Context: an optimization exercise on an open-source flow, tuned for small area. The choices shown serve that exercise and are no tape-out recipe.
The RTL was checked by simulation tests, not by an equivalence proof against the original design.
In every run shown here, the design's own scripts or RTL, not TritonCTS, make the clock network.
No driver is modelled on the clock port, so clock power and skew are understated where the tree is cut down; a real chip needs a root buffer or a tree.
Power and IR drop assume default switching activity.

<file path="flow/design.v">
`timescale 1ns / 1ps
module measure_cotr
(
    input           clk_sys,
    input           clk_samp,
    input           rst_n,
    input [11:0]    AD_data,
    output [1:0]    cotr_sig,
    output [23:0]   data_out
);
    localparam [2:0] PH_IDLE0 = 3'd0,
                     PH_IDLE1 = 3'd3,
                     PH_START = 3'd1,
                     PH_COUNT = 3'd5,
                     PH_LAST  = 3'd4,
                     PH_DONE  = 3'd6,
                     PH_W     = 3'd2;
    reg        samp0, samp1;
    reg [2:0]  ph;
    reg [1:0]  cotr;
    reg [7:0]  cnt;
    reg [22:0] dout;
    reg [3:0]  k;
    reg        m;
    reg        c;
    reg [10:0] P;
    reg [11:0] Q;
    reg [29:0] S;
    wire strobe   = samp0 & ~samp1;
    wire counting = (ph == PH_COUNT);
    wire cnt_last = (cnt == 8'h80);      
    wire active   = |k;
    wire [12:0] term = Q[0] ? {Q[11:1], 1'b0, 1'b1} : 13'd0;
    wire [12:0] V;
    wire [12:0] vc;
    assign V[0]  = P[0] ^ term[0];
    assign vc[0] = P[0] & term[0];
    assign V[1]  = P[1] ^ vc[0];
    assign vc[1] = P[1] & vc[0];
    genvar gi;
    generate
        for (gi = 2; gi <= 10; gi = gi + 1) begin : g_fa
            assign V[gi]  = P[gi] ^ term[gi] ^ vc[gi-1];
            assign vc[gi] = (P[gi] & term[gi]) | (P[gi] & vc[gi-1]) | (term[gi] & vc[gi-1]);
        end
    endgenerate
    assign V[11]  = term[11] ^ vc[10];
    assign vc[11] = term[11] & vc[10];
    assign V[12]  = term[12] ^ vc[11];
    assign vc[12] = 1'b0;
    wire [1:0]  d    = (k <= 4'd11) ? V[1:0] : 2'b00;
    wire [1:0]  a    = m ? 2'b00 : S[1:0];
    wire        s0   = a[0] ^ d[0] ^ c;
    wire        c0   = (a[0] & d[0]) | (a[0] & c) | (d[0] & c);
    wire        s1   = a[1] ^ d[1] ^ c0;
    wire        c1   = (a[1] & d[1]) | (a[1] & c0) | (d[1] & c0);
    wire [21:0] res  = S[27:6];
    always @(posedge clk_sys) begin
        samp0 <= clk_samp;
        samp1 <= samp0;
    end
    always @(posedge clk_sys) begin
        Q <= ({1'b0, Q[11:1]} & {12{active}}) | (AD_data & {12{strobe}});
        P <= strobe ? 11'd0 : V[12:2];
        c <= active & c1;
        if (active)
            S <= {s1, s0, S[29:2]};
    end
    always @(posedge clk_sys) begin
        if (!rst_n) begin
            k <= 4'd0;
            m <= 1'b1;
        end else begin
            k <= (strobe | active) ? k + 4'd1 : 4'd0;
            if (strobe)
                m <= m | ~counting | cnt_last;
            else if (&k)
                m <= 1'b0;
        end
    end
    wire load = (ph == PH_DONE) && (res >= 22'd13141 || cotr[1]);
    always @(posedge clk_sys) begin
        if (!rst_n || load)
            dout <= {cotr[1], res} & {23{rst_n}};
    end
    always @(posedge clk_sys) begin
        if (!rst_n || (counting && strobe))
            cnt <= rst_n ? {cnt[6:0], cnt[7] ^ cnt[5] ^ cnt[4] ^ cnt[3]} : 8'h01;
    end
    always @(posedge clk_sys) begin
        if (!rst_n) begin
            ph   <= PH_IDLE0;
            cotr <= 2'b00;
        end else begin
            case (ph)
                PH_IDLE0: ph <= PH_IDLE1;
                PH_IDLE1: begin
                    cotr <= 2'b00;
                    ph   <= PH_START;
                end
                PH_W: begin
                    cotr <= {cotr[0], ~cotr[0]};
                    ph   <= PH_START;
                end
                PH_START: ph <= PH_COUNT;
                PH_COUNT: begin
                    if (strobe && cnt_last)
                        ph <= PH_LAST;
                end
                PH_LAST: ph <= PH_DONE;
                PH_DONE: begin
                    if (load)
                        ph <= PH_IDLE0;
                    else
                        ph <= PH_W;
                end
                default: ph <= PH_IDLE0;
            endcase
        end
    end
    assign cotr_sig = cotr;
    assign data_out = {dout[22], 1'b0, dout[21:0]};
endmodule
</file>
<file path="flow/flow/run.sh">
#!/bin/bash
# Standard ORFS layout with these changes:
#  - synthesis maps logic with an area-oriented ABC script (flow/abc.script);
#    everything else in synthesis, including the registers, is the standard one;
#  - synthesis buffers are removed before placement (flow/pre_place.tcl);
#  - the port buffers are buf_1 cells;
#  - after placement, cells and buffers larger than slew and capacitance need are
#    downsized, and the clock tree is two levels of inverters (flow/cts.tcl).
set -euo pipefail
export BUFFER_PORTS_ARGS="-buffer_cell sky130_fd_sc_hd__buf_1"
rm -rf scripts_abc
cp -r "$FLOW_HOME/scripts" scripts_abc
cp flow/abc.script scripts_abc/abc_speed.script
bash standard.sh SCRIPTS_DIR="$PWD/scripts_abc" synth > 0_synth.log 2>&1
bash standard.sh floorplan > 1_floorplan.log 2>&1
openroad -no_init -exit flow/pre_place.tcl > 2_pre_place.log 2>&1
bash standard.sh place > 3_place.log 2>&1
openroad -no_init -exit flow/cts.tcl > 4_cts.log 2>&1
bash standard.sh finish > 5_finish.log 2>&1
</file>
<file path="flow/flow/abc.script">
strash
&get -n
&fraig -x
&put
scorr
dc2
strash
&get -n
&dch -f
&nf -p -R 1000
&put
topo
dnsize -c
</file>
<file path="flow/flow/cts.tcl">
# Downsizing of over-sized logic cells and buffers (flow/downsize.tcl), then the
# clock tree: the clock port drives one inverter, which drives five inverters, each serving one cluster of the
# clock sinks (k-means on the placed sink locations).
set res orfs/results/sky130hd/measure_cotr/base
set plat $::env(FLOW_HOME)/platforms/sky130hd
read_lef $plat/lef/sky130_fd_sc_hd.tlef
read_lef $plat/lef/sky130_fd_sc_hd_merged.lef
read_liberty $plat/lib/sky130_fd_sc_hd__tt_025C_1v80.lib
read_db $res/3_place.odb
read_sdc $res/3_place.sdc
source $plat/setRC.tcl
source flow/manual_cts.tcl
source flow/downsize.tcl
estimate_parasitics -placement
downsize_cells 0.3
manual_cts 5 sky130_fd_sc_hd__inv_8 sky130_fd_sc_hd__inv_4
set_propagated_clock [all_clocks]
estimate_parasitics -placement
detailed_placement
check_placement -verbose
estimate_parasitics -placement
report_clock_skew
report_checks -path_delay min
report_check_types -max_slew -max_capacitance -violators
write_db $res/4_1_cts.odb
write_sdc -no_timestamp $res/4_cts.sdc
</file>
<file path="flow/flow/downsize.tcl">
# downsize_cells MARGIN: give each non-register, non-port-buffer cell the smallest
# drive strength of its function for which every max-slew and max-capacitance
# check keeps at least MARGIN of its limit as slack and setup slack stays positive
# (placement parasitics).  Returns the area saved.
proc ds_ok { margin } {
  estimate_parasitics -placement
  if {[sta::max_slew_check_slack_limit] < $margin} { return 0 }
  if {[sta::max_capacitance_check_slack_limit] < $margin} { return 0 }
  if {[sta::worst_slack_cmd max] < 1e-9} { return 0 }
  return 1
}
proc downsize_cells { margin } {
  set db [ord::get_db]
  set saved 0
  foreach inst [[ord::get_db_block] getInsts] {
    set name [$inst getName]
    set m [[$inst getMaster] getName]
    if {![regexp {^(sky130_fd_sc_hd__(\w+?))_(\d+)$} $m -> base fn drive]} { continue }
    if {$drive < 2 || [string match "*df*" $fn] || [string match "input*" $name] || [string match "output*" $name]
        || [string match "clkbuf_m*" $name] || $fn eq "conb" || [string match "tap*" $fn] || [string match "fill*" $fn]} { continue }
    set a0 [$inst getMaster]
    set area0 [expr {[$a0 getWidth] * [$a0 getHeight]}]
    foreach d {0 1 2 4 6 8} {
      if {$d >= $drive} { break }
      set cand "${base}_$d"
      set cm [$db findMaster $cand]
      if {$cm eq "NULL" || [get_lib_cells -quiet $cand] eq ""} { continue }
      if {[$cm getWidth] * [$cm getHeight] >= $area0} { continue }
      replace_cell [get_cells $name] [get_lib_cells $cand]
      if {[ds_ok $margin]} {
        puts "downsize $name $m -> $cand"
        set saved [expr {$saved + $area0 - [$cm getWidth] * [$cm getHeight]}]
        break
      }
      replace_cell [get_cells $name] [get_lib_cells $m]
    }
  }
  estimate_parasitics -placement
  puts "downsize saved [expr {$saved / 1e6}] um2"
}
</file>
<file path="flow/flow/manual_cts.tcl">
# manual_cts NLEAF LEAFCELL ROOTCELL: split the sinks of net clk_sys into NLEAF
# equal-size clusters (capacity-limited k-means on the placed sink locations) and
# drive each cluster from its own LEAFCELL instance placed at the cluster's
# centroid.  The leaves are fed by one ROOTCELL instance, the only cell on the
# clock port.  ROOTCELL and LEAFCELL are both inverters, so the sinks see the
# clock with its own polarity.
proc manual_cts { nleaf leafcell rootcell } {
  set block [ord::get_db_block]
  set db [ord::get_db]
  set clknet [$block findNet clk_sys]
  set pts {}
  foreach it [$clknet getITerms] {
    set loc [[$it getInst] getLocation]
    lappend pts [list [lindex $loc 0] [lindex $loc 1] $it]
  }
  set pts [lsort -integer -index 0 $pts]
  set n [llength $pts]
  set cx {}; set cy {}
  for {set b 0} {$b < $nleaf} {incr b} {
    set p [lindex $pts [expr {($b * $n + $n / 2) / $nleaf}]]
    lappend cx [lindex $p 0]; lappend cy [lindex $p 1]
  }
  set cap [expr {($n + $nleaf - 1) / $nleaf}]
  for {set iter 0} {$iter < 30} {incr iter} {
    set sx [lrepeat $nleaf 0]; set sy [lrepeat $nleaf 0]; set sn [lrepeat $nleaf 0]
    # balanced assignment: nearest centre with room, shortest distances first
    set pairs {}
    set i 0
    foreach p $pts {
      for {set b 0} {$b < $nleaf} {incr b} {
        set d [expr {abs([lindex $p 0] - [lindex $cx $b]) + abs([lindex $p 1] - [lindex $cy $b])}]
        lappend pairs [list $d $i $b]
      }
      incr i
    }
    set asg [lrepeat $n -1]
    foreach pr [lsort -integer -index 0 $pairs] {
      lassign $pr d i b
      if {[lindex $asg $i] >= 0 || [lindex $sn $b] >= $cap} { continue }
      lset asg $i $b
      set p [lindex $pts $i]
      lset sx $b [expr {[lindex $sx $b] + [lindex $p 0]}]
      lset sy $b [expr {[lindex $sy $b] + [lindex $p 1]}]
      lset sn $b [expr {[lindex $sn $b] + 1}]
    }
    for {set b 0} {$b < $nleaf} {incr b} {
      if {[lindex $sn $b] > 0} {
        lset cx $b [expr {[lindex $sx $b] / [lindex $sn $b]}]
        lset cy $b [expr {[lindex $sy $b] / [lindex $sn $b]}]
      }
    }
  }
  # root cell at the centre of the leaves
  set rnet [odb::dbNet_create $block "clknet_root"]
  $rnet setSigType CLOCK
  set rinst [odb::dbInst_create $block [$db findMaster $rootcell] "clkroot"]
  set rx 0; set ry 0
  for {set b 0} {$b < $nleaf} {incr b} {
    set rx [expr {$rx + [lindex $cx $b]}]; set ry [expr {$ry + [lindex $cy $b]}]
  }
  $rinst setLocation [expr {$rx / $nleaf}] [expr {$ry / $nleaf}]
  $rinst setPlacementStatus PLACED
  [$rinst findITerm A] connect $clknet
  [$rinst findITerm Y] connect $rnet
  set leafmaster [$db findMaster $leafcell]
  for {set b 0} {$b < $nleaf} {incr b} {
    set net [odb::dbNet_create $block "clknet_m$b"]
    $net setSigType CLOCK
    set inst [odb::dbInst_create $block $leafmaster "clkbuf_m$b"]
    $inst setLocation [lindex $cx $b] [lindex $cy $b]
    $inst setPlacementStatus PLACED
    [$inst findITerm A] connect $rnet
    [$inst findITerm Y] connect $net
  }
  foreach p $pts b $asg {
    set it [lindex $p 2]
    $it disconnect
    $it connect [$block findNet "clknet_m$b"]
  }
  puts "manual_cts: cluster sizes $sn"
}
</file>
<file path="flow/flow/pre_place.tcl">
# Before placement: remove the buffers synthesis inserted (timing-driven
# global placement, which would otherwise do it, is off in this flow).
set res orfs/results/sky130hd/measure_cotr/base
set plat $::env(FLOW_HOME)/platforms/sky130hd
read_lef $plat/lef/sky130_fd_sc_hd.tlef
read_lef $plat/lef/sky130_fd_sc_hd_merged.lef
read_liberty $plat/lib/sky130_fd_sc_hd__tt_025C_1v80.lib
read_db $res/2_floorplan.odb
read_sdc $res/2_floorplan.sdc
source $plat/setRC.tcl
remove_buffers
write_db $res/2_floorplan.odb
</file>
<file path="flow/standard.sh">
#!/bin/bash
# synth_recipe.tcl (not shown) runs the flow's synth.tcl, then flattens the netlist and writes it again
# the make line also repeats each setting of config.mk as NAME=value (left out here)
make -C /OpenROAD-flow-scripts/flow DESIGN_CONFIG=/design/flow/config.mk WORK_HOME=/design/flow/orfs CLKGATE_MAP_FILE= SYNTH_SCRIPT=/design/flow/synth_recipe.tcl "${@:-finish}"
</file>
<file path="flow/config.mk">
export PLATFORM = sky130hd
export DESIGN_NAME = measure_cotr
export DESIGN_NICKNAME = measure_cotr
export VERILOG_FILES = /design/flow/design.v
export SDC_FILE = /design/flow/constraint.sdc
export NUM_CORES = 4
export LEC_CHECK = 0
export CAP_MARGIN = 20
export CORE_MARGIN = 2
export CORE_UTILIZATION = 75
export GPL_TIMING_DRIVEN = 0
export SLEW_MARGIN = 20
</file>
<file path="flow/constraint.sdc">
create_clock -name core_clock -period 10.0 [get_ports {clk_sys}]
set_input_delay 2.0000 -clock core_clock [delete_from_list [all_inputs] [get_ports {clk_sys}]]
set_output_delay 2.0000 -clock core_clock [all_outputs]
set_load 0.01 [all_outputs]
</file>
==> run notes, run 1 <==
most frequently used flop master after synthesis=edfxtp_1; first-pass GRT wire length=8.67 mm; worst hold path stage count=0; fin area=approximately 4000 µm²; routed length per placed instance=~15 µm; chain of cells forming the critical path=ha_1 -> ha_1 -> fa_1 -> clkinv_1 -> fa_1 -> clkinv_1 -> fa_1 -> fa_1 -> fa_1 -> fa_1 -> fa_1 -> fa_1 -> fa_1 -> ha_1 -> and3_1 -> nor3_1; Placer Congestion=0.744; critical path required time=between 10,000 and 15,000 ps; worst voltage drop across the vdd grid=0.000139 V; setup TNS=0 ps; Max Fclk=between 200 and 250 MHz; number of pins with negative max-slew slack in the final report=0; number of cells traversed by the worst register-to-register path=16; Worst setup EP type=flip-flop; share of the synthesized area in the top cell type=0.507; Port-buffer cells=39; area delta synth->final=7.83%; antenna violations before repair=0; WS Path Type=flip-flop to flip-flop; via count=just under 2,000; summed instance area of the synthesized netlist=roughly 3600 µm²; number of global-route vias before repair=1,891; number of antenna-violating nets in the routed design=0; sequential cell area fraction in the yosys report=0.707; setup repair after global routing missed its margin=false; global routing usage on met1=0.276; synthesized area divided by synthesized cell count=14.7 µm²; ports placed on the boundary=41; data arrival at the endpoint of the critical path=between 5000 and 6000 ps; delay-heaviest family, CP=adder cells; DRC marker count from the first detailed-route iteration=~160; flops & latches, synth=between 90 and 100; hold slack=361 ps; total placed cells including tap cells=340; yosys synthesis warning count=1; Finished Layout Cells=around 350; leakage power summed over all cells=1.41 nW; number of buffer and inverter instances along the worst setup path=2; die width=about 73 µm; Most Frequent Cell on Critical Path=fa_1; Post-synth top cells=edfxtp_1, and2_0, dfxtp_1, nor2b_1, nand2_1; Setup crit start kind=flip-flop; delay of the slowest cell on the worst path=between 400 and 500 ps; EDFF count, synth=61; number of logic stages on the critical path including buffering=16; run status=complete, no violations; layout cell share with drive strength beyond 1=0.0274; GR Layer Usage met2=0.377; final hold viol count=0; busiest layer in global routing=met2; Critical-path top delay cell=dfxtp_1; Final setup violation count=0; crit path time final=roughly 4900 ps; transition time at the pin with the least slew margin=896 ps; register clock-pin slew on the reported worst setup and hold paths=100 ps; Final Skew=roughly 7.0 ps; async set-or-reset flop fraction in the synthesized netlist=0; routed via count divided by cell count=around 5.7; largest net degree at the start of global routing=40; total track usage=0.205; unique cell type count in the Yosys netlist=27; PnR Total Power=0.000662 W; met3 layer usage reported by global route=0.0178; initial core utilization=0.769; First-pass DRT Iterations=4; Total Die Area=5380 µm²; cell area after placement=about 3900 µm²; Ant. Diodes=0; pwr dens=170 nW/µm²; ratio of final minimum period to clock period=0.486; most numerous cell in the Yosys netlist=edfxtp_1; main area contributors after synthesis=edfxtp_1, dfxtp_1, and2_0; max-cap violation count=0; source-to-sink clock delay at the later pin of the worst-skew pair=roughly 220 ps; sum of overflow across all layers after global routing=0; number of cells produced by synthesis=245; cell taking the most area after synthesis=edfxtp_1; syn_nets=276; Floorplan Core Area=~4700 µm²; Core Rows=25; half-perimeter wire length after detailed placement=roughly 3.6 mm; worst hold-check path type=flip-flop to flip-flop; worst max-slew margin expressed relative to the limit=0.401; die height=~73 µm; highest fanout seen on the critical path=13; Routed WL=approximately 5.1 mm; fin nets=between 300 and 400; count of unresolved DRC violations after routing=0
## where the power goes
part | internal (W) | total (W) | switching (W)
Combinational | 0.0000165 | 0.0000459 | 0.0000294
Sequential | 0.000458 | 0.000473 | 0.0000149
Clock | 0.0000191 | 0.000142 | 0.000123
Total | 0.000494 | 0.000662 | 0.000168
## cells by family after synthesis
group	share of synthesized area
simple gates	0.139
other cells	0.00104
buf+inv	0.00936
xor+xnor	0.00971
compound gates	0.0558
fa+ha+maj	0.0783
flops	0.707
## final timing paths
kind,startpoint,slack [ps],endpoint
max reg2reg,Q[0]$_DFF_P_,5140,P[10]$_SDFF_PP0_
min,samp0$_DFF_P_,360,samp1$_DFF_P_
min reg2reg,samp0$_DFF_P_,360,samp1$_DFF_P_
max,Q[0]$_DFF_P_,5140,P[10]$_SDFF_PP0_
## placed cells by master, fill, tap and decap left out, drive strengths merged, types with 4 or more instances in the layout
cell | netlist | routed
edfxtp | 61 | 61
buf | 1 | 42
clkinv | 7 | 7
nand2 | 12 | 12
nand3 | 6 | 6
a21boi | 4 | 4
nor2 | 10 | 10
and2 | 40 | 40
inv | 0 | 6
o21ai | 7 | 7
fa | 11 | 11
a22o | 11 | 11
ha | 5 | 5
dfxtp | 36 | 36
a21oi | 4 | 4
nor2b | 14 | 14
## per-stage QoR
stage | setup slack [ps] | utilization
2_1_floorplan | 5460 | -
3_3_place_gp | 4910 | 0.813
3_5_place_dp | 5160 | 0.825
5_1_grt | 4910 | 0.830
6_report | 5140 | 0.830
## state kept, by name, indices dropped and copies added, names as in the netlist
signal and cells:
m 1, k 4, dout 23, cotr 2
c 1, ph 3, cnt 8, samp0 1
samp1 1, Q 12, S 30, P 11
## worst register-to-register path, stage by stage (launching register included)
cell,delay [ps]
dfxtp_1,430
ha_1,250
ha_1,200
fa_1,370
clkinv_1,70
fa_1,160
clkinv_1,70
fa_1,380
fa_1,380
fa_1,390
fa_1,400
fa_1,400
fa_1,390
fa_1,380
ha_1,200
and3_1,180
nor3_1,130
## cell type report
cell class                 count  area (µm²)
sequential                    97        2550
multi-input combinational    140        1020
fill                         268         800
timing repair buffer          42         160
inverter                      13        88.8
tap                           54        67.6
## metal layers
metal	up-vias	routed length, µm
li1	947	-
met5	-	0
met2	58	2660
met1	954	2200
met4	0	70
met3	8	193
==> inputs of run 2 (changes only) <==
--- a/flow/design.v
+++ b/flow/design.v
@@ -31,4 +31,5 @@
     wire cnt_last = (cnt == 8'h80);      
     wire active   = |k;
+    wire k_end    = (k == 4'b1000);
     wire [12:0] term = Q[0] ? {Q[11:1], 1'b0, 1'b1} : 13'd0;
     wire [12:0] V;
@@ -49,5 +50,6 @@
     assign V[12]  = term[12] ^ vc[11];
     assign vc[12] = 1'b0;
-    wire [1:0]  d    = (k <= 4'd11) ? V[1:0] : 2'b00;
+    wire        k_tail = k[3] & (k[2] | ~k[1]) & (k[1] | ~k[0]);
+    wire [1:0]  d    = k_tail ? 2'b00 : V[1:0];
     wire [1:0]  a    = m ? 2'b00 : S[1:0];
     wire        s0   = a[0] ^ d[0] ^ c;
@@ -72,8 +74,8 @@
             m <= 1'b1;
         end else begin
-            k <= (strobe | active) ? k + 4'd1 : 4'd0;
+            k <= strobe ? 4'b0001 : (k_end ? 4'd0 : {k[2:0], k[3] ^ k[2]});
             if (strobe)
                 m <= m | ~counting | cnt_last;
-            else if (&k)
+            else if (k_end)
                 m <= 1'b0;
         end
==> run 2 against run 1 <==
  * Still clean on timing, DRC and antenna
  * Combinational power is 5.4% lower
  * Die area is 0.26% lower
  * Worst hold slack better by 8.1 ps
  * Synthesized cell count is 0.82% lower
  * Synthesized area is 0.28% lower
  * Worst setup slack worse by 9.1 ps
  * Sequential power is 2% lower
  * Via count is 0.86% higher
  * Routed wire length is 7.8% higher
  * Critical path type unchanged
  * Largest power group unchanged
==> run notes, run 2 <==
critical path required time=10,160 ps (about the same); sum of overflow across all layers after global routing=0 (unchanged); register clock-pin slew on the reported worst setup and hold paths=100 ps (about the same); run status=complete, no violations; Most Frequent Cell on Critical Path=fa_1; Floorplan Core Area=4660 µm² (-0.67%); pwr dens=166 nW/µm² (-2.1%); die height=73.3 µm (-0.13%); flip-flop count of the largest register, all copies and words added=30 (unchanged); worst hold-check path type=flip-flop to flip-flop; cell taking the most area after synthesis=edfxtp_1; First-pass DRT Iterations=4 (unchanged); max-cap violation count=0 (unchanged); largest net degree at the start of global routing=41 (+2.5%); count of unresolved DRC violations after routing=0 (unchanged); chain of cells forming the critical path=ha_1 -> ha_1 -> fa_1 -> clkinv_1 -> fa_1 -> clkinv_1 -> fa_1 -> fa_1 -> fa_1 -> fa_1 -> fa_1 -> fa_1 -> fa_1 -> ha_1 -> and3_1 -> nor3_1; total track usage=0.217 (+0.0115); routed length per placed instance=16.1 µm (+8.7%); main area contributors after synthesis=edfxtp_1, dfxtp_1, and2_0; synthesized area divided by synthesized cell count=14.8 µm² (+0.54%); Total Die Area=5370 µm² (-0.26%); Critical-path top delay cell=dfxtp_1; worst max-slew margin expressed relative to the limit=0.530 (+0.129); number of pins with negative max-slew slack in the final report=0 (unchanged); layout cell share with drive strength beyond 1=0.0415 (+0.0141); setup repair after global routing missed its margin=false; Placer Congestion=0.758 (+2.0%); number of global-route vias before repair=1,974 (+4.4%); transition time at the pin with the least slew margin=700 ps (-196 ps); Max Fclk=205 MHz (-0.19%); worst voltage drop across the vdd grid=0.000132 V (-4.6%); yosys synthesis warning count=1 (unchanged); most frequently used flop master after synthesis=edfxtp_1; Ant. Diodes=0 (unchanged); Final Skew=11.3 ps (+4.26 ps); ports placed on the boundary=41 (unchanged); ratio of final minimum period to clock period=0.487 (+0.000913); Core Rows=25 (unchanged); register name with the most flops=S; number of antenna-violating nets in the routed design=0 (unchanged); total placed cells including tap cells=337 (-0.88%); sequential cell area fraction in the yosys report=0.709 (+0.00197); initial core utilization=0.772 (+0.00302); setup TNS=0 ps (unchanged); cell area after placement=3840 µm² (-0.71%); Worst setup EP type=flip-flop; count of fill cells added during filler insertion=245 (-8.6%); most common cell after layout, fill and taps aside=edfxtp_1; unique cell type count in the Yosys netlist=30 (+11%); Finished Layout Cells=343 (-0.87%); largest registers=S (30), dout (23), Q (12); Final setup violation count=0 (unchanged); Port-buffer cells=39 (unchanged); WS Path Type=flip-flop to flip-flop; summed instance area of the synthesized netlist=3600 µm² (-0.28%); leakage power summed over all cells=1.40 nW (-1.0%); highest fanout seen on the critical path=13 (unchanged); first-pass GRT wire length=9.05 mm (+4.3%); syn_nets=272 (-1.4%); fin area=3910 µm² (+0.45%); final hold viol count=0 (unchanged); source-to-sink clock delay at the later pin of the worst-skew pair=240 ps (+20 ps); crit path time final=4870 ps (+9.13 ps); most frequent cells in the layout=edfxtp_1, and2_0, buf_1; area delta synth->final=8.62%; data arrival at the endpoint of the critical path=5030 ps (+20 ps); Post-synth top cells=edfxtp_1, and2_0, dfxtp_1, a22o_1, fa_1; antenna violations before repair=0 (unchanged); EDFF count, synth=61 (unchanged); routed via count divided by cell count=5.78 (+1.7%); die width=73.3 µm (-0.13%); most numerous cell in the Yosys netlist=edfxtp_1; number of cells produced by synthesis=243 (-0.82%); via count=1,984 (+0.86%); share of the synthesized area in the top cell type=0.509 (+0.00141); async set-or-reset flop fraction in the synthesized netlist=0 (unchanged); fin nets=320 (-1.5%); half-perimeter wire length after detailed placement=4.01 mm (+11%); flops & latches, synth=97 (unchanged); DRC marker count from the first detailed-route iteration=104 (-35%); Setup crit start kind=flip-flop; Routed WL=5.52 mm (+7.8%); delay of the slowest cell on the worst path=440 ps (about the same)
## run 2: cell types whose count changed after synthesis, sizes merged, moves of 2 or more
cell	previous run	this run
a21boi	4	0
nor2	10	7
and3	1	4
nand4b	0	2
nor2b	14	3
clkinv	7	9
nand3	6	2
ha	5	3
nand2	12	8
a21oi	4	7
nand2b	1	4
and2	40	51
## run 2: logic make-up after synthesis
| family | Yosys count | share of synthesized area |
|---|---|---|
| other cells | 1 | 0.00104 |
| buf+inv | 10 | 0.0115 |
| xor+xnor | 2 | 0.00487 |
| fa+ha+maj | 14 | 0.0716 |
| simple gates | 87 | 0.141 |
| flops | 97 | 0.709 |
| compound gates | 32 | 0.0608 |
## run 2: per-stage QoR
stage                     hold slack [ps]  worst slack (ps)   util  power [W]
after detailed placement              353              5180  0.825   0.000517
after floorplan                       345              5470      -   0.000497
after global placement                352              4960  0.817   0.000512
final                                 369              5130  0.839   0.000651
after global routing                  385              4880  0.839   0.000675
## run 2: worst paths after layout
check	start	to	slack, ps	cells after the start
max	Q[0]$_DFF_P_	P[10]$_SDFF_PP0_	5130	16
max reg2reg	Q[0]$_DFF_P_	P[10]$_SDFF_PP0_	5130	16
min	samp0$_DFF_P_	samp1$_DFF_P_	370	0
min reg2reg	samp0$_DFF_P_	samp1$_DFF_P_	370	0
## run 2: cell type report
class,count,area (µm²),share of cell area
inverter,15,96.3,0.0246
timing repair buffer,41,179,0.0458
multi-input combinational,136,1010,0.260
sequential,97,2550,0.653
tap,54,67.6,0.0173
## run 2: per-layer routing
layer | up-vias | track usage | wire [µm]
li1 | 949 | - | -
met1 | 976 | 0.272 | 2180
met2 | 52 | 0.415 | 3030
met3 | 7 | 0.0233 | 238
met4 | 0 | 0.0288 | 70
met5 | - | 0 | 0
## run 2: critical path, delay by kind of cell (launching register included)
kind / cells / cell delay [ps]
and+or+nand+nor: 2 / 280
DFF: 1 / 440
adders and majority gates: 12 / 3900
buffers and inverters: 2 / 150
## run 2: power breakdown
part           internal, W  leakage [nW]  switching (W)
combinational    0.0000165         0.473      0.0000269
sequential        0.000451         0.890      0.0000133
clock            0.0000191        0.0347       0.000124
total             0.000487          1.40       0.000164
==> inputs of run 3 (changes only) <==
==> flow/flow/downsize.tcl (replaced) <==
# downsize_cells MARGIN: give each non-register, non-port-buffer cell the smallest
# drive strength of its function for which every max-slew and max-capacitance
# check keeps at least MARGIN of its limit as slack (or, where the design
# already has less, no less than it had) and setup slack stays above 1 ns
# (placement parasitics).
proc ds_ok { slew_min cap_min } {
  estimate_parasitics -placement
  if {[sta::max_slew_check_slack_limit] < $slew_min} { return 0 }
  if {[sta::max_capacitance_check_slack_limit] < $cap_min} { return 0 }
  if {[sta::worst_slack_cmd max] < 1e-9} { return 0 }
  return 1
}
proc downsize_cells { margin } {
  set db [ord::get_db]
  estimate_parasitics -placement
  set slew_min [expr {min($margin, [sta::max_slew_check_slack_limit] - 1e-6)}]
  set cap_min [expr {min($margin, [sta::max_capacitance_check_slack_limit] - 1e-6)}]
  puts "downsize: keep slew slack/limit >= $slew_min, cap slack/limit >= $cap_min"
  set saved 0
  foreach inst [[ord::get_db_block] getInsts] {
    set name [$inst getName]
    set m [[$inst getMaster] getName]
    if {![regexp {^(sky130_fd_sc_hd__(\w+?))_(\d+)$} $m -> base fn drive]} { continue }
    if {$drive < 2 || [string match "*df*" $fn] || [string match "input*" $name] || [string match "output*" $name]
        || [string match "clk*" $name] || $fn eq "conb" || [string match "tap*" $fn] || [string match "fill*" $fn]} { continue }
    set a0 [$inst getMaster]
    set area0 [expr {[$a0 getWidth] * [$a0 getHeight]}]
    foreach d {0 1 2 4 6 8} {
      if {$d >= $drive} { break }
      set cand "${base}_$d"
      set cm [$db findMaster $cand]
      if {$cm eq "NULL" || [get_lib_cells -quiet $cand] eq ""} { continue }
      if {[$cm getWidth] * [$cm getHeight] >= $area0} { continue }
      replace_cell [get_cells $name] [get_lib_cells $cand]
      if {[ds_ok $slew_min $cap_min]} {
        puts "downsize $name $m -> $cand"
        set saved [expr {$saved + $area0 - [$cm getWidth] * [$cm getHeight]}]
        break
      }
      replace_cell [get_cells $name] [get_lib_cells $m]
    }
  }
  estimate_parasitics -placement
  puts "downsize saved [expr {$saved / 1e6}] um2"
}
==> run 3 against run 2 <==
  * Sequential power barely moved
  * Total power shrank 0.34%
  * Critical path type unchanged
  * Final cell count is the same
  * Largest power group unchanged
==> run notes, run 3 <==
run status=complete, no violations; fin nets=320 (unchanged); Floorplan Core Area=4660 µm² (unchanged); routed via count divided by cell count=5.83 (+0.81%); ports placed on the boundary=41 (unchanged); yosys synthesis warning count=1 (unchanged); register name with the most flops=S; Ant. Diodes=0 (unchanged); syn_nets=272 (unchanged); summed instance area of the synthesized netlist=3600 µm² (unchanged); endpoint of the worst hold-timing path=samp1$_DFF_P_; final hold viol count=0 (unchanged); register area=2550 µm² (unchanged); leakage power summed over all cells=1.39 nW (-0.68%); number of cells traversed by the worst register-to-register path=16 (unchanged); flip-flop count of the largest register, all copies and words added=30 (unchanged); routed length per placed instance=16.1 µm (+0.42%); DRC marker count from the first detailed-route iteration=74 (-29%); largest net degree at the start of global routing=41 (unchanged); die width=73.3 µm (unchanged); layout cell share with drive strength beyond 1=0.0311 (-0.0104); Post-synth top cells=edfxtp_1, and2_0, dfxtp_1, a22o_1, fa_1; number of pins with negative max-slew slack in the final report=0 (unchanged); sequential cell area fraction in the yosys report=0.709 (unchanged); First-pass DRT Iterations=4 (unchanged); transition time at the pin with the least slew margin=925 ps (+225 ps); number of global-route vias before repair=1,975 (+0.051%); antenna violations before repair=0 (unchanged); worst max-slew margin expressed relative to the limit=0.377 (-0.154); worst hold path stage count=0 (unchanged); ratio of final minimum period to clock period=0.487 (about the same); Setup crit start kind=flip-flop; most numerous cell in the Yosys netlist=edfxtp_1; Routed WL=5.54 mm (+0.42%); async set-or-reset flop fraction in the synthesized netlist=0 (unchanged); WS Path Type=flip-flop to flip-flop; register clock-pin slew on the reported worst setup and hold paths=100 ps (about the same); Layout Utilization=0.833 (-0.00617); cell taking the most area after synthesis=edfxtp_1; beginning of the worst hold path=samp0$_DFF_P_; R2R Path End=P[10]$_SDFF_PP0_; sum of overflow across all layers after global routing=0 (unchanged); share of the synthesized area in the top cell type=0.509 (unchanged); Placer Congestion=0.758 (unchanged); PnR Total Power=0.000649 W (-0.34%); critical path required time=10,160 ps (about the same); Core Rows=25 (unchanged); die height=73.3 µm (unchanged); first-pass GRT wire length=9.05 mm (about the same); Final setup violation count=0 (unchanged); most frequently used flop master after synthesis=edfxtp_1; largest registers=S (30), dout (23), Q (12); via count=2,000 (+0.81%); Max Fclk=205 MHz (about the same); Worst setup EP type=flip-flop; number of cells produced by synthesis=243 (unchanged); area delta synth->final=7.82%; worst hold-check path type=flip-flop to flip-flop; R2R Path Start=Q[0]$_DFF_P_; main area contributors after synthesis=edfxtp_1, dfxtp_1, and2_0; pwr dens=167 nW/µm² (+0.40%); unique cell type count in the Yosys netlist=30 (unchanged); Port-buffer cells=39 (unchanged); synthesized area divided by synthesized cell count=14.8 µm² (unchanged); count of fill cells added during filler insertion=254 (+3.7%); number of antenna-violating nets in the routed design=0 (unchanged); max-cap violation count=0 (unchanged); area of the multi-input gates=1010 µm² (-0.62%); half-perimeter wire length after detailed placement=4.01 mm (unchanged); count of unresolved DRC violations after routing=0 (unchanged); initial core utilization=0.772 (unchanged); worst voltage drop across the vdd grid=0.000133 V (+0.57%); crit path time final=4870 ps (-0.190 ps); Total Die Area=5370 µm² (unchanged); EDFF count, synth=61 (unchanged); most frequent cells in the layout=edfxtp_1, and2_0, buf_1; reg2reg setup slack=5130 ps (about the same); setup repair after global routing missed its margin=false; data arrival at the endpoint of the critical path=5020 ps (about the same); highest fanout seen on the critical path=13 (unchanged); flops & latches, synth=97 (unchanged); source-to-sink clock delay at the later pin of the worst-skew pair=230 ps (about the same); most common cell after layout, fill and taps aside=edfxtp_1; setup TNS=0 ps (unchanged); Final Skew=11.3 ps (+0.0578 ps); total track usage=0.217 (unchanged)
[run 3: area by class of cell]
cell class | instances | area share
inverter | 15 | 0.0248
multi-input combinational | 136 | 0.260
sequential | 97 | 0.658
tap | 54 | 0.0174
timing repair buffer | 41 | 0.0403
[run 3: kinds of logic (layout without fill, tap and decap cells)]
family	count (synthesis)	count (layout)	share of synthesized area
AO/OA/AOI/OAI	32	32	0.0608
XOR/XNOR	2	2	0.00487
adder cells (fa/ha/maj)	14	14	0.0716
buffers and inverters	10	56	0.0115
flip-flops	97	97	0.709
other	1	1	0.00104
AND/OR/NAND/NOR	87	87	0.141
[run 3: routing by layer]
metal | routed length [µm] | vias to the layer above | part of all wire | GRT usage
li1 | - | 951 | - | -
met1 | 2270 | 989 | 0.41 | 0.271
met2 | 2990 | 52 | 0.54 | 0.418
met3 | 210 | 8 | 0.038 | 0.0219
met4 | 70 | 0 | 0.013 | 0.0267
met5 | 0 | - | 0 | 0
[run 3: metrics by stage]
step	hold WS (ps)	instances	worst slack [ps]	instance area, µm²
2_1_floorplan	345	243	5470	3600
3_3_place_gp	352	335	4960	3810
3_5_place_dp	353	337	5180	3840
5_1_grt	385	343	4880	3880
6_report	369	343	5130	3880
[run 3: worst max-delay path by stage]
stage | start | endpoint | slack [ps] | cells past startpoint
6_report | Q[0]$_DFF_P_ | P[10]$_SDFF_PP0_ | 5130 | 16
3_3_place_gp | rst_n | dout[1]$_DFFE_PP_ | 4960 | 2
3_5_place_dp | Q[0]$_DFF_P_ | P[10]$_SDFF_PP0_ | 5180 | 16
2_1_floorplan | Q[0]$_DFF_P_ | P[10]$_SDFF_PP0_ | 5470 | 16
5_1_grt | Q[0]$_DFF_P_ | P[10]$_SDFF_PP0_ | 4880 | 16
[run 3: power by group]
| part | switching (W) | total [W] | internal [W] |
|---|---|---|---|
| sequential | 0.0000132 | 0.000465 | 0.000451 |
| clock | 0.000123 | 0.000142 | 0.0000191 |
| combinational | 0.0000268 | 0.0000418 | 0.0000150 |
[run 3: worst max-delay path: stages (launching register included)]
cell	delay [ps]
dfxtp_1	440
ha_1	250
ha_1	190
fa_1	370
clkinv_1	80
fa_1	180
clkinv_1	70
fa_1	370
fa_1	380
fa_1	380
fa_1	390
fa_1	400
fa_1	410
fa_1	380
ha_1	200
and3_1	170
nor3_1	110
==> inputs of run 4 (changes only) <==
--- a/flow/flow/cts.tcl
+++ b/flow/flow/cts.tcl
@@ -1,4 +1,4 @@
 # Downsizing of over-sized logic cells and buffers (flow/downsize.tcl), then the
-# clock tree: the clock port drives one inverter, which drives five inverters, each serving one cluster of the
+# clock tree: the clock port drives one inverter, which drives four inverters, each serving one cluster of the
 # clock sinks (k-means on the placed sink locations).
 set res orfs/results/sky130hd/measure_cotr/base
@@ -14,5 +14,5 @@
 estimate_parasitics -placement
 downsize_cells 0.3
-manual_cts 5 sky130_fd_sc_hd__inv_8 sky130_fd_sc_hd__inv_4
+manual_cts 4 sky130_fd_sc_hd__inv_8 sky130_fd_sc_hd__inv_4
 set_propagated_clock [all_clocks]
 estimate_parasitics -placement
==> run 4 against run 3 <==
  * Clock power fell by 6%
  * Fmax rose by 0.28%
  * Combinational power barely moved
  * Sequential power barely moved
  * Clock skew rose by 4.3 ps
  * Synthesized area did not move
  * First-iteration DRC count rose by 2.7%
  * Register-to-register slack barely moved
  * Global-route usage fell by 0.060 points
  * Largest power group unchanged
==> run notes, run 4 <==
Floorplan Core Area=4660 µm² (unchanged); sequential cell area fraction in the yosys report=0.709 (unchanged); hold slack=372 ps (+2.66 ps); Worst setup EP type=flip-flop; setup repair after global routing missed its margin=false; complex-gate fraction of the synthesized area=0.0608 (unchanged); largest net degree at the start of global routing=41 (unchanged); sum of overflow across all layers after global routing=0 (unchanged); Post-synth top cells=edfxtp_1, and2_0, dfxtp_1, a22o_1, fa_1; setup TNS=0 ps (unchanged); delay of the slowest cell on the worst path=440 ps (about the same); start point of the critical path=Q[0]$_DFF_P_; share of the synthesized area in the top cell type=0.509 (unchanged); met3 layer usage reported by global route=0.0178 (-0.00412); die width=73.3 µm (unchanged); routed via count divided by cell count=5.72 (-1.9%); fin nets=319 (-0.31%); Max Fclk=206 MHz (+0.28%); register name with the most flops=S; Core Rows=25 (unchanged); Total Die Area=5370 µm² (unchanged); global routing usage on met1=0.274 (+0.00294); Routed WL=5.53 mm (-0.25%); combinational family with the most area after synthesis=simple AND/OR/NAND/NOR gates; unique cell type count in the Yosys netlist=30 (unchanged); Final Skew=15.6 ps (+4.33 ps); adder-cell area share of the yosys netlist=0.0716 (unchanged); delay-heaviest family, CP=adder cells; worst max-slew margin expressed relative to the limit=0.345 (-0.0313); worst voltage drop across the vdd grid=0.000146 V (+9.4%); busiest layer in global routing=met2; data arrival at the endpoint of the critical path=5000 ps (-20 ps); antenna violations before repair=0 (unchanged); EDFF count, synth=61 (unchanged); pwr dens=165 nW/µm² (-1.2%); ports placed on the boundary=41 (unchanged); source-to-sink clock delay at the later pin of the worst-skew pair=220 ps (about the same); count of unresolved DRC violations after routing=0 (unchanged); number of pins with negative max-slew slack in the final report=0 (unchanged); most numerous cell in the Yosys netlist=edfxtp_1; most frequent cells in the layout=edfxtp_1, and2_0, buf_1; fin area=3870 µm² (-0.29%); post-synthesis xor/xnor area fraction=0.00487 (unchanged); yosys synthesis warning count=1 (unchanged); routed length per placed instance=16.2 µm (about the same); synthesized area divided by synthesized cell count=14.8 µm² (unchanged); R2R Path Start=Q[0]$_DFF_P_; WS Path Type=flip-flop to flip-flop; worst hold-check path type=flip-flop to flip-flop; Most Frequent Cell on Critical Path=fa_1; Ant. Diodes=0 (unchanged); chain of cells forming the critical path=ha_1 -> ha_1 -> fa_1 -> clkinv_1 -> fa_1 -> clkinv_1 -> fa_1 -> fa_1 -> fa_1 -> fa_1 -> fa_1 -> fa_1 -> fa_1 -> ha_1 -> and3_1 -> nor3_1; via count=1,956 (-2.2%); half-perimeter wire length after detailed placement=4.01 mm (unchanged); most frequently used flop master after synthesis=edfxtp_1; summed instance area of the synthesized netlist=3600 µm² (unchanged); DRC marker count from the first detailed-route iteration=76 (+2.7%); die height=73.3 µm (unchanged); number of cells produced by synthesis=243 (unchanged); cell area after placement=3840 µm² (unchanged); async set-or-reset flop fraction in the synthesized netlist=0 (unchanged); simple-gate share of the synthesized area=0.141 (unchanged); flip-flop count of the largest register, all copies and words added=30 (unchanged); total placed cells including tap cells=337 (unchanged); Critical-path top delay cell=dfxtp_1; Port-buffer cells=39 (unchanged); initial core utilization=0.772 (unchanged); register clock-pin slew on the reported worst setup and hold paths=110 ps (about the same); layout cell share with drive strength beyond 1=0.0278 (-0.00336); GR Layer Usage met2=0.416 (-0.00200); transition time at the pin with the least slew margin=972 ps (+46.5 ps); largest registers=S (30), dout (23), Q (12); number of global-route vias before repair=1,955 (-1.0%); syn_nets=272 (unchanged); highest fanout seen on the critical path=13 (unchanged); Setup crit start kind=flip-flop; final hold viol count=0 (unchanged); ratio of final minimum period to clock period=0.485 (-0.00138); number of antenna-violating nets in the routed design=0 (unchanged); Final setup violation count=0 (unchanged); max-cap violation count=0 (unchanged); first-pass GRT wire length=9.00 mm (-0.53%); Placer Congestion=0.758 (unchanged); number of buffer and inverter instances along the worst setup path=2 (unchanged); critical path required time=10,150 ps (about the same); Layout Utilization=0.830 (-0.00242); flops & latches, synth=97 (unchanged); leakage power summed over all cells=1.38 nW (-0.44%); total track usage=0.216 (-0.000600); crit path time final=4850 ps (-13.8 ps); First-pass DRT Iterations=4 (unchanged); Finished Layout Cells=342 (-0.29%); fraction of synthesized area in multiplexers=0 (unchanged); main area contributors after synthesis=edfxtp_1, dfxtp_1, and2_0; cell taking the most area after synthesis=edfxtp_1; run status=complete, no violations; most common cell after layout, fill and taps aside=edfxtp_1; beginning of the worst hold path=samp0$_DFF_P_; area delta synth->final=7.51%
==> run 4: routing by layer <==
metal / vias to the layer above / part of all wire
li1: 944 / -
met1: 963 / 0.42
met4: 0 / 0.015
met3: 9 / 0.029
met5: - / 0
met2: 40 / 0.54
==> run 4: final cells by class <==
class | count | area, µm²
Sequential cell | 97 | 2550
Multi-Input combinational cell | 136 | 1010
Fill cell | 249 | 791
Timing Repair Buffer | 41 | 156
Inverter | 14 | 85.1
Tap cell | 54 | 67.6
==> run 4: worst paths after layout <==
| check | cells after the start | endpoint | slack [ps] |
|---|---|---|---|
| hold reg to reg | 0 | samp1$_DFF_P_ | 370 |
| setup reg to reg | 16 | P[10]$_SDFF_PP0_ | 5150 |
| setup / recovery | 16 | P[10]$_SDFF_PP0_ | 5150 |
| hold / removal | 0 | samp1$_DFF_P_ | 370 |
==> run 4: kinds of logic after synthesis <==
family / count (synthesis)
xor+xnor: 2
compound gates: 32
other cells: 1
buf+inv: 10
simple gates: 87
fa+ha+maj: 14
flops: 97
==> run 4: power by group <==
part / internal [W] / total [W] / switching [W]
Sequential: 0.000451 / 0.000465 / 0.0000133
Combinational: 0.0000151 / 0.0000416 / 0.0000266
Clock: 0.0000163 / 0.000133 / 0.000117
==> run 4: through the flow <==
stage,power [W],setup WS [ps]
floorplan,0.000497,5470
global placement,0.000512,4960
detailed placement,0.000517,5180
global route,0.000662,4890
finish,0.000639,5150
==> inputs of run 5 (changes only) <==
--- a/flow/design.v
+++ b/flow/design.v
@@ -19,12 +19,14 @@
     reg [2:0]  ph;
     reg [1:0]  cotr;
-    reg [7:0]  cnt;
     reg [22:0] dout;
     reg [3:0]  k;
     reg        m;
-    reg        c;
+    reg        cn;
     reg [10:0] P;
-    reg [11:0] Q;
-    reg [29:0] S;
+    reg [11:0] Qn;
+    reg [29:0] Sn;
+    reg [7:0]  cnt_s;                    
+    localparam [7:0] CNT_POL = 8'b10101010;
+    wire [7:0] cnt = cnt_s ^ CNT_POL;
     wire strobe   = samp0 & ~samp1;
     wire counting = (ph == PH_COUNT);
@@ -32,4 +34,5 @@
     wire active   = |k;
     wire k_end    = (k == 4'b1000);
+    wire [11:0] Q    = ~Qn;
     wire [12:0] term = Q[0] ? {Q[11:1], 1'b0, 1'b1} : 13'd0;
     wire [12:0] V;
@@ -51,11 +54,11 @@
     assign vc[12] = 1'b0;
     wire        k_tail = k[3] & (k[2] | ~k[1]) & (k[1] | ~k[0]);
-    wire [1:0]  d    = k_tail ? 2'b00 : V[1:0];
-    wire [1:0]  a    = m ? 2'b00 : S[1:0];
-    wire        s0   = a[0] ^ d[0] ^ c;
-    wire        c0   = (a[0] & d[0]) | (a[0] & c) | (d[0] & c);
-    wire        s1   = a[1] ^ d[1] ^ c0;
-    wire        c1   = (a[1] & d[1]) | (a[1] & c0) | (d[1] & c0);
-    wire [21:0] res  = S[27:6];
+    wire [1:0]  dn   = ~(V[1:0] & {2{~k_tail}});
+    wire [1:0]  an   = Sn[1:0] | {2{m}};
+    wire        s0n  = an[0] ^ dn[0] ^ cn;
+    wire        c0n  = (an[0] & dn[0]) | (an[0] & cn) | (dn[0] & cn);
+    wire        s1n  = an[1] ^ dn[1] ^ c0n;
+    wire        c1n  = (an[1] & dn[1]) | (an[1] & c0n) | (dn[1] & c0n);
+    wire [21:0] res  = ~Sn[27:6];
     always @(posedge clk_sys) begin
         samp0 <= clk_samp;
@@ -63,9 +66,9 @@
     end
     always @(posedge clk_sys) begin
-        Q <= ({1'b0, Q[11:1]} & {12{active}}) | (AD_data & {12{strobe}});
-        P <= strobe ? 11'd0 : V[12:2];
-        c <= active & c1;
+        Qn <= ~(({1'b0, Q[11:1]} & {12{active}}) | (AD_data & {12{strobe}}));
+        P  <= strobe ? 11'd0 : V[12:2];
+        cn <= ~active | c1n;
         if (active)
-            S <= {s1, s0, S[29:2]};
+            Sn <= {s1n, s0n, Sn[29:2]};
     end
     always @(posedge clk_sys) begin
@@ -88,5 +91,5 @@
     always @(posedge clk_sys) begin
         if (!rst_n || (counting && strobe))
-            cnt <= rst_n ? {cnt[6:0], cnt[7] ^ cnt[5] ^ cnt[4] ^ cnt[3]} : 8'h01;
+            cnt_s <= (rst_n ? {cnt[6:0], cnt[7] ^ cnt[5] ^ cnt[4] ^ cnt[3]} : 8'h01) ^ CNT_POL;
     end
     always @(posedge clk_sys) begin
==> flow/flow/abc.script (replaced) <==
strash
&get -n
&fraig -x
&put
scorr
dc2
strash
dc2
strash
&get -n
&dch -f
&nf -p
&put
topo
dnsize -c
==> run 5 against run 4 <==
  * Fmax shrank 4.9%
  * First-iteration DRC count grew 100%
  * Sequential share of layout area grew 1.2 points
  * Global-route usage is essentially flat
  * Routed wire length shrank 1.9%
  * Critical path depth grew 1
  * Combinational power is essentially flat
  * Worst setup slack lost 250 ps
  * Utilization grew 2.4 points
  * Register-to-register slack lost 250 ps
  * Cell area shrank 1.8%
  * Critical path type unchanged
  * Critical endpoint unchanged
==> run notes, run 5 <==
largest net degree at the start of global routing=32 (-22%); crit path time final=5110 ps (+253 ps); EDFF count, synth=61 (unchanged); Routed WL=5.42 mm (-1.9%); antenna violations before repair=0 (unchanged); clock share of power=0.209 (about the same); half-perimeter wire length after detailed placement=3.84 mm (-4.1%); first-pass GRT wire length=8.93 mm (-0.84%); number of antenna-violating nets in the routed design=0 (unchanged); setup TNS=0 ps (unchanged); async set-or-reset flop fraction in the synthesized netlist=0 (unchanged); area delta synth->final=8.08%; transition time at the pin with the least slew margin=1090 ps (+122 ps); DRC marker count from the first detailed-route iteration=154 (+100%); synthesized area divided by synthesized cell count=13.9 µm² (-6.2%); First-pass DRT Iterations=4 (unchanged); routed via count divided by cell count=5.75 (+0.49%); Most Frequent Cell on Critical Path=fa_1; register area=2550 µm² (unchanged); share of the synthesized area in the top cell type=0.521 (+0.0123); via count=2,023 (+3.4%); unique cell type count in the Yosys netlist=31 (+3.3%); number of pins with negative max-slew slack in the final report=0 (unchanged); area of the multi-input gates=920 µm² (-8.8%); highest fanout seen on the critical path=12 (-1); logic gate share of total power=0.065 (about the same); max-cap violation count=0 (unchanged); number of cells produced by synthesis=253 (+4.1%); count of fill cells added during filler insertion=229 (-8.0%); PnR Total Power=0.000639 W (about the same); routed length per placed instance=15.4 µm (-4.7%); setup repair after global routing missed its margin=false; cell taking the most area after synthesis=edfxtp_1; most common cell after layout, fill and taps aside=edfxtp_1; data arrival at the endpoint of the critical path=5220 ps (+220 ps); pwr dens=168 nW/µm² (+1.8%); number of buffer and inverter instances along the worst setup path=3 (+1); most numerous cell in the Yosys netlist=edfxtp_1; Floorplan Core Area=4440 µm² (-4.6%); sequential cell area fraction in the yosys report=0.726 (+0.0172); main area contributors after synthesis=edfxtp_1, dfxtp_1, fa_1; total track usage=0.216 (about the same); initial core utilization=0.791 (+0.0185); yosys synthesis warning count=1 (unchanged); leakage power summed over all cells=1.35 nW (-2.1%); register name with the most flops=Sn; Finished Layout Cells=352 (+2.9%); number of global-route vias before repair=2,003 (+2.5%); worst voltage drop across the vdd grid=0.000145 V (-0.33%); Max Fclk=196 MHz (-4.9%); syn_nets=282 (+3.7%); Core Rows=24 (-4.0%); worst hold-check path type=flip-flop to flip-flop; internal cell power=0.000480 W (-0.51%); fin nets=331 (+3.8%); largest registers=Sn (30), dout (23), Qn (12); register clock-pin slew on the reported worst setup and hold paths=110 ps (about the same); flip-flop count of the largest register, all copies and words added=30 (unchanged); die height=72.5 µm (-1.1%); ratio of final minimum period to clock period=0.511 (+0.0253); Total Die Area=5250 µm² (-2.2%); flops & latches, synth=97 (unchanged); Worst setup EP type=flip-flop; WS Path Type=flip-flop to flip-flop; Setup crit start kind=flip-flop; most frequent cells in the layout=edfxtp_1, nor2_1, buf_1; total placed cells including tap cells=347 (+3.0%); source-to-sink clock delay at the later pin of the worst-skew pair=220 ps (about the same); Ant. Diodes=0 (unchanged); net switching power=0.000159 W (+1.3%); delay of the slowest cell on the worst path=580 ps (+140 ps); count of unresolved DRC violations after routing=0 (unchanged); Net Sw Frac=0.248 (+0.00333); Final Skew=8.90 ps (-6.74 ps); share of total power in sequential cells=0.726 (about the same); sum of overflow across all layers after global routing=0 (unchanged); Final setup violation count=0 (unchanged); summed instance area of the synthesized netlist=3510 µm² (-2.4%); Port-buffer cells=39 (unchanged); run status=complete, no violations; ports placed on the boundary=41 (unchanged); chain of cells forming the critical path=clkinv_1 -> ha_1 -> ha_1 -> fa_1 -> clkinv_1 -> fa_1 -> clkinv_1 -> fa_1 -> fa_1 -> fa_1 -> fa_1 -> fa_1 -> fa_1 -> fa_1 -> ha_1 -> o21ai_0 -> a21oi_1; delay-heaviest family, CP=adder cells; layout cell share with drive strength beyond 1=0.0233 (-0.00444); worst max-slew margin expressed relative to the limit=0.270 (-0.0758); final hold viol count=0 (unchanged); Placer Congestion=0.791 (+4.4%); Critical-path top delay cell=dfxtp_1; critical path required time=10,110 ps (-40 ps); Post-synth top cells=edfxtp_1, nor2_1, dfxtp_1, a21oi_1, clkinv_1; die width=72.5 µm (-1.1%); most frequently used flop master after synthesis=edfxtp_1
## run 5: cell types whose count changed in the layout (fill, tap and decap cells not counted), sizes merged, moves of 3 or more
cell,previous run,this run
nand4,0,3
a21o,0,3
a22o,11,0
nand2b,4,1
clkinv,9,13
a21oi,7,17
and2,51,12
nor2,7,53
or2,0,3
## run 5: layout make-up
cell class	instances	share of cell area
timing repair buffer	43	0.0425
tap	52	0.0171
sequential	97	0.672
multi-input combinational	142	0.242
inverter	18	0.0264
## run 5: power by group through the flow
stage	Sequential (W)	Clock [W]	Combinational, W
finish	0.000464	0.000134	0.0000415
global route	0.000467	0.000146	0.0000467
detailed placement	0.000473	0	0.0000420
global placement	0.000472	0	0.0000381
floorplan	0.000473	0	0.0000228
## run 5: kinds of logic (layout without fill, tap and decap cells)
| group | count (synthesis) | count (layout) | share of synthesized area |
|---|---|---|---|
| buffers and inverters | 14 | 61 | 0.0160 |
| adders and majority gates | 14 | 14 | 0.0733 |
| DFF | 97 | 97 | 0.726 |
| xor gates and xnor gates | 2 | 2 | 0.00498 |
| other | 1 | 1 | 0.00107 |
| and+or+nand+nor | 91 | 91 | 0.119 |
| AOI/OAI and AO/OA | 34 | 34 | 0.0591 |
## run 5: stage by stage
step | setup slack (ps) | area, µm² | utilization | hold slack (ps)
finish | 4890 | 3800 | 0.855 | 373
global route | 4700 | 3800 | 0.855 | 390
detailed placement | 4940 | 3760 | 0.845 | 361
global placement | 4520 | 3720 | 0.837 | 351
floorplan | 5300 | 3510 | - | 345
## run 5: worst register-to-register path, cell delays in order, from the launching register on
cell,delay (ps)
dfxtp_1,580
clkinv_1,130
ha_1,200
ha_1,190
fa_1,380
clkinv_1,70
fa_1,160
clkinv_1,70
fa_1,380
fa_1,380
fa_1,400
fa_1,390
fa_1,400
fa_1,400
fa_1,380
ha_1,210
o21ai_0,210
a21oi_1,80
## run 5: final timing paths
| check | start | end | slack (ps) | cells after the start |
|---|---|---|---|---|
| setup / recovery | Qn[0]$_DFF_P_ | P[10]$_SDFF_PP0_ | 4890 | 17 |
| hold / removal | samp0$_DFF_P_ | samp1$_DFF_P_ | 370 | 0 |
| setup reg to reg | Qn[0]$_DFF_P_ | P[10]$_SDFF_PP0_ | 4890 | 17 |
| hold reg to reg | samp0$_DFF_P_ | samp1$_DFF_P_ | 370 | 0 |
## run 5: metal layers
layer / part of all wire / routed length (µm) / global-route usage
met5: 0 / 0 / 0
met4: 0.017 / 92 / 0.0370
met2: 0.54 / 2930 / 0.414
met1: 0.40 / 2190 / 0.277
met3: 0.038 / 208 / 0.0153
==> inputs of run 6 (changes only) <==
--- a/flow/config.mk
+++ b/flow/config.mk
@@ -6,7 +6,7 @@
 export NUM_CORES = 4
 export LEC_CHECK = 0
-export CAP_MARGIN = 20
+export CAP_MARGIN = 0
 export CORE_MARGIN = 2
 export CORE_UTILIZATION = 75
 export GPL_TIMING_DRIVEN = 0
-export SLEW_MARGIN = 20
+export SLEW_MARGIN = 0
==> run 6 against run 5 <==
  * Die area stayed put
  * Fmax is 0.80% lower
  * Total power hardly changed
  * Final cell count is 0.28% lower
  * Flip-flop and latch count stayed put
  * Combinational power is 1% lower
  * Critical path type unchanged
  * First-iteration DRC count is 27% lower
  * Worst setup slack worse by 41 ps
  * Critical path depth stayed put
==> run notes, run 6 <==
worst hold path stage count=0 (unchanged); flops & latches, synth=97 (unchanged); ratio of final minimum period to clock period=0.515 (+0.00411); Placer Congestion=0.791 (unchanged); total track usage=0.214 (-0.00209); leakage power summed over all cells=1.35 nW (about the same); fraction of synthesized area in multiplexers=0 (unchanged); number of pins with negative max-slew slack in the final report=0 (unchanged); unique cell type count in the Yosys netlist=31 (unchanged); WS Path Type=flip-flop to flip-flop; R2R Path Start=Qn[0]$_DFF_P_; first-pass GRT wire length=8.87 mm (-0.69%); EDFF count, synth=61 (unchanged); ports placed on the boundary=41 (unchanged); register clock-pin slew on the reported worst setup and hold paths=110 ps (about the same); highest fanout seen on the critical path=12 (unchanged); delay of the slowest cell on the worst path=600 ps (+20 ps); Final setup violation count=0 (unchanged); R2R Path End=P[10]$_SDFF_PP0_; minimum setup slack after placement=4900 ps (-39.8 ps); number of cells traversed by the worst register-to-register path=17 (unchanged); chain of cells forming the critical path=clkinv_1 -> ha_1 -> ha_1 -> fa_1 -> clkinv_1 -> fa_1 -> clkinv_1 -> fa_1 -> fa_1 -> fa_1 -> fa_1 -> fa_1 -> fa_1 -> fa_1 -> ha_1 -> o21ai_0 -> a21oi_1; Final Worst Setup Slack=4850 ps (-41.1 ps); Setup crit start kind=flip-flop; transition time at the pin with the least slew margin=1150 ps (+57.5 ps); most frequent cells in the layout=edfxtp_1, nor2_1, buf_1; fin area=3790 µm² (about the same); Core Rows=24 (unchanged); share of total power in sequential cells=0.726 (about the same); number of cells produced by synthesis=253 (unchanged); via count=2,024 (+0.049%); half-perimeter wire length after detailed placement=3.73 mm (-3.0%); main area contributors after synthesis=edfxtp_1, dfxtp_1, fa_1; die height=72.5 µm (unchanged); synthesized area divided by synthesized cell count=13.9 µm² (unchanged); Final Skew=13.7 ps (+4.83 ps); die width=72.5 µm (unchanged); number of global-route vias before repair=2,023 (+1.0%); count of unresolved DRC violations after routing=0 (unchanged); flip-flop count of the largest register, all copies and words added=30 (unchanged); sequential cell area fraction in the yosys report=0.726 (unchanged); final hold viol count=0 (unchanged); cell taking the most area after synthesis=edfxtp_1; complex-gate fraction of the synthesized area=0.0591 (unchanged); sum of overflow across all layers after global routing=0 (unchanged); routed length per placed instance=15.1 µm (-1.7%); combinational family with the most area after synthesis=simple AND/OR/NAND/NOR gates; First-pass DRT Iterations=4 (unchanged); pwr dens=168 nW/µm² (about the same); share of the synthesized area in the top cell type=0.521 (unchanged); Most Frequent Cell on Critical Path=fa_1; adder-cell area share of the yosys netlist=0.0733 (unchanged); Routed WL=5.31 mm (-2.0%); setup TNS=0 ps (unchanged); largest registers=Sn (30), dout (23), Qn (12); Layout Utilization=0.854 (about the same); fin nets=330 (-0.30%); logic gate share of total power=0.064 (about the same); net switching power=0.000158 W (about the same); Worst setup EP type=flip-flop; start point of the critical path=Qn[0]$_DFF_P_; data arrival at the endpoint of the critical path=5260 ps (+40 ps); critical path required time=10,110 ps (about the same); summed instance area of the synthesized netlist=3510 µm² (unchanged); yosys synthesis warning count=1 (unchanged); worst max-slew margin expressed relative to the limit=0.231 (-0.0384); most frequently used flop master after synthesis=edfxtp_1; worst hold-check path type=flip-flop to flip-flop; post-synthesis xor/xnor area fraction=0.00498 (unchanged); crit path time final=5150 ps (+41.1 ps); total placed cells including tap cells=346 (-0.29%); most numerous cell in the Yosys netlist=edfxtp_1; cell area after placement=3750 µm² (about the same); async set-or-reset flop fraction in the synthesized netlist=0 (unchanged); register name with the most flops=Sn; max-cap violation count=0 (unchanged); most common cell after layout, fill and taps aside=edfxtp_1; beginning of the worst hold path=samp0$_DFF_P_; area delta synth->final=7.97% (about the same); Port-buffer cells=39 (unchanged); endpoint of the worst hold-timing path=samp1$_DFF_P_; internal cell power=0.000480 W (about the same); DRC marker count from the first detailed-route iteration=112 (-27%); Post-synth top cells=edfxtp_1, nor2_1, dfxtp_1, a21oi_1, clkinv_1; reg2reg setup slack=4850 ps (-40 ps); setup repair after global routing missed its margin=false; initial core utilization=0.791 (unchanged); Max Fclk=194 MHz (-0.80%); antenna violations before repair=0 (unchanged); simple-gate share of the synthesized area=0.119 (unchanged); source-to-sink clock delay at the later pin of the worst-skew pair=220 ps (about the same); routed via count divided by cell count=5.77 (+0.33%); layout cell share with drive strength beyond 1=0.0234 (+0.0000780); number of antenna-violating nets in the routed design=0 (unchanged); largest net degree at the start of global routing=32 (unchanged); worst voltage drop across the vdd grid=0.000143 V (-1.3%); run status=complete, no violations; Floorplan Core Area=4440 µm² (unchanged); count of fill cells added during filler insertion=225 (-1.7%); syn_nets=282 (unchanged); Ant. Diodes=0 (unchanged); Total Die Area=5250 µm² (unchanged); Finished Layout Cells=351 (-0.28%); Critical-path top delay cell=dfxtp_1; clock share of power=0.210 (about the same); Net Sw Frac=0.248 (about the same)
==> run 6: cell counts after synthesis <==
No cell type changed its count.
==> run 6: routing by layer <==
layer  track usage  part of all wire  wire length [µm]
met3        0.0236             0.057               301
met5             0                 0                 0
met4        0.0453             0.014                76
met2         0.420              0.52              2780
met1         0.254              0.41              2160
==> run 6: through the flow <==
stage	hold slack, ps	total power (W)
after floorplan	345	0.000496
after global placement	351	0.000510
after detailed placement	359	0.000514
after global routing	387	0.000659
final	376	0.000639
==> run 6: worst max-delay path by stage <==
stage	to	slack (ps)
finish	P[10]$_SDFF_PP0_	4850
global route	P[10]$_SDFF_PP0_	4610
detailed placement	P[10]$_SDFF_PP0_	4900
global placement	dout[4]$_DFFE_PP_	4520
floorplan	P[10]$_SDFF_PP0_	5300
==> run 6: layout make-up <==
class | instances | area [µm²] | share of cell area
sequential | 97 | 2550 | 0.673
timing repair buffer | 42 | 158 | 0.0415
tap | 52 | 65.1 | 0.0171
multi-input combinational | 142 | 920 | 0.242
inverter | 18 | 100 | 0.0264
==> run 6: cells by family (layout without fill, tap and decap cells) <==
logic type                 after synthesis  after routing
AOI/OAI and AO/OA                       34             34
xor gates and xnor gates                 2              2
buffers and inverters                   14             60
other                                    1              1
adders and majority gates               14             14
and+or+nand+nor                         91             91
DFF                                     97             97
==> run 6: power by group through the flow <==
stage / registers, W / logic, W / clock network (W)
after floorplan: 0.000473 / 0.0000228 / 0
after global placement: 0.000472 / 0.0000381 / 0
after detailed placement: 0.000473 / 0.0000418 / 0
after global routing: 0.000467 / 0.0000462 / 0.000147
final: 0.000464 / 0.0000410 / 0.000134
==> run 6: worst max-delay path: cells and delay by family, from the launching register on <==
kind                       cells  cell delay (ps)
buffers and inverters          3              290
AOI/OAI and AO/OA              2              280
DFF                            1              600
adders and majority gates     12             3880

==> static timing again, ports no longer ideal <==
In the flow no input, the clock included, has a driving cell. The finished layouts below were timed again as built, in two steps. Step 1, drivers: a clkbuf_16 drives clk_sys and a buf_2 each remaining input, both assumed. Step 2 times the ports against the registers' clock, not the clock port: input delays grow and output delays shrink by t, the midpoint of the rising clock arrivals with the driver on. a / b / c = no drivers / after step 1 / after step 2; a / b = the first two.
| run | shift t [ns] | setup slack, ns | clock arrival spread, ns | slew at the worst register clock pin (ns) | cell pins on the clock port's net |
|---|---|---|---|---|---|
| run 1 | 0.253 | 5.141 / 5.141 / 5.141 | 0.008 / 0.007 | 0.10 / 0.10 | 1 |
| run 2 | 0.264 | 5.132 / 5.132 / 5.132 | 0.012 / 0.012 | 0.10 / 0.10 | 1 |
| run 3 | 0.260 | 5.132 / 5.132 / 5.132 | 0.011 / 0.011 | 0.10 / 0.10 | 1 |
| run 4 | 0.245 | 5.146 / 5.146 / 5.146 | 0.016 / 0.016 | 0.12 / 0.12 | 1 |
| run 5 | 0.247 | 4.893 / 4.893 / 4.893 | 0.009 / 0.009 | 0.11 / 0.11 | 1 |
| run 6 | 0.250 | 4.852 / 4.852 / 4.852 | 0.013 / 0.014 | 0.12 / 0.12 | 1 |
After both steps every run listed still meets setup and hold.
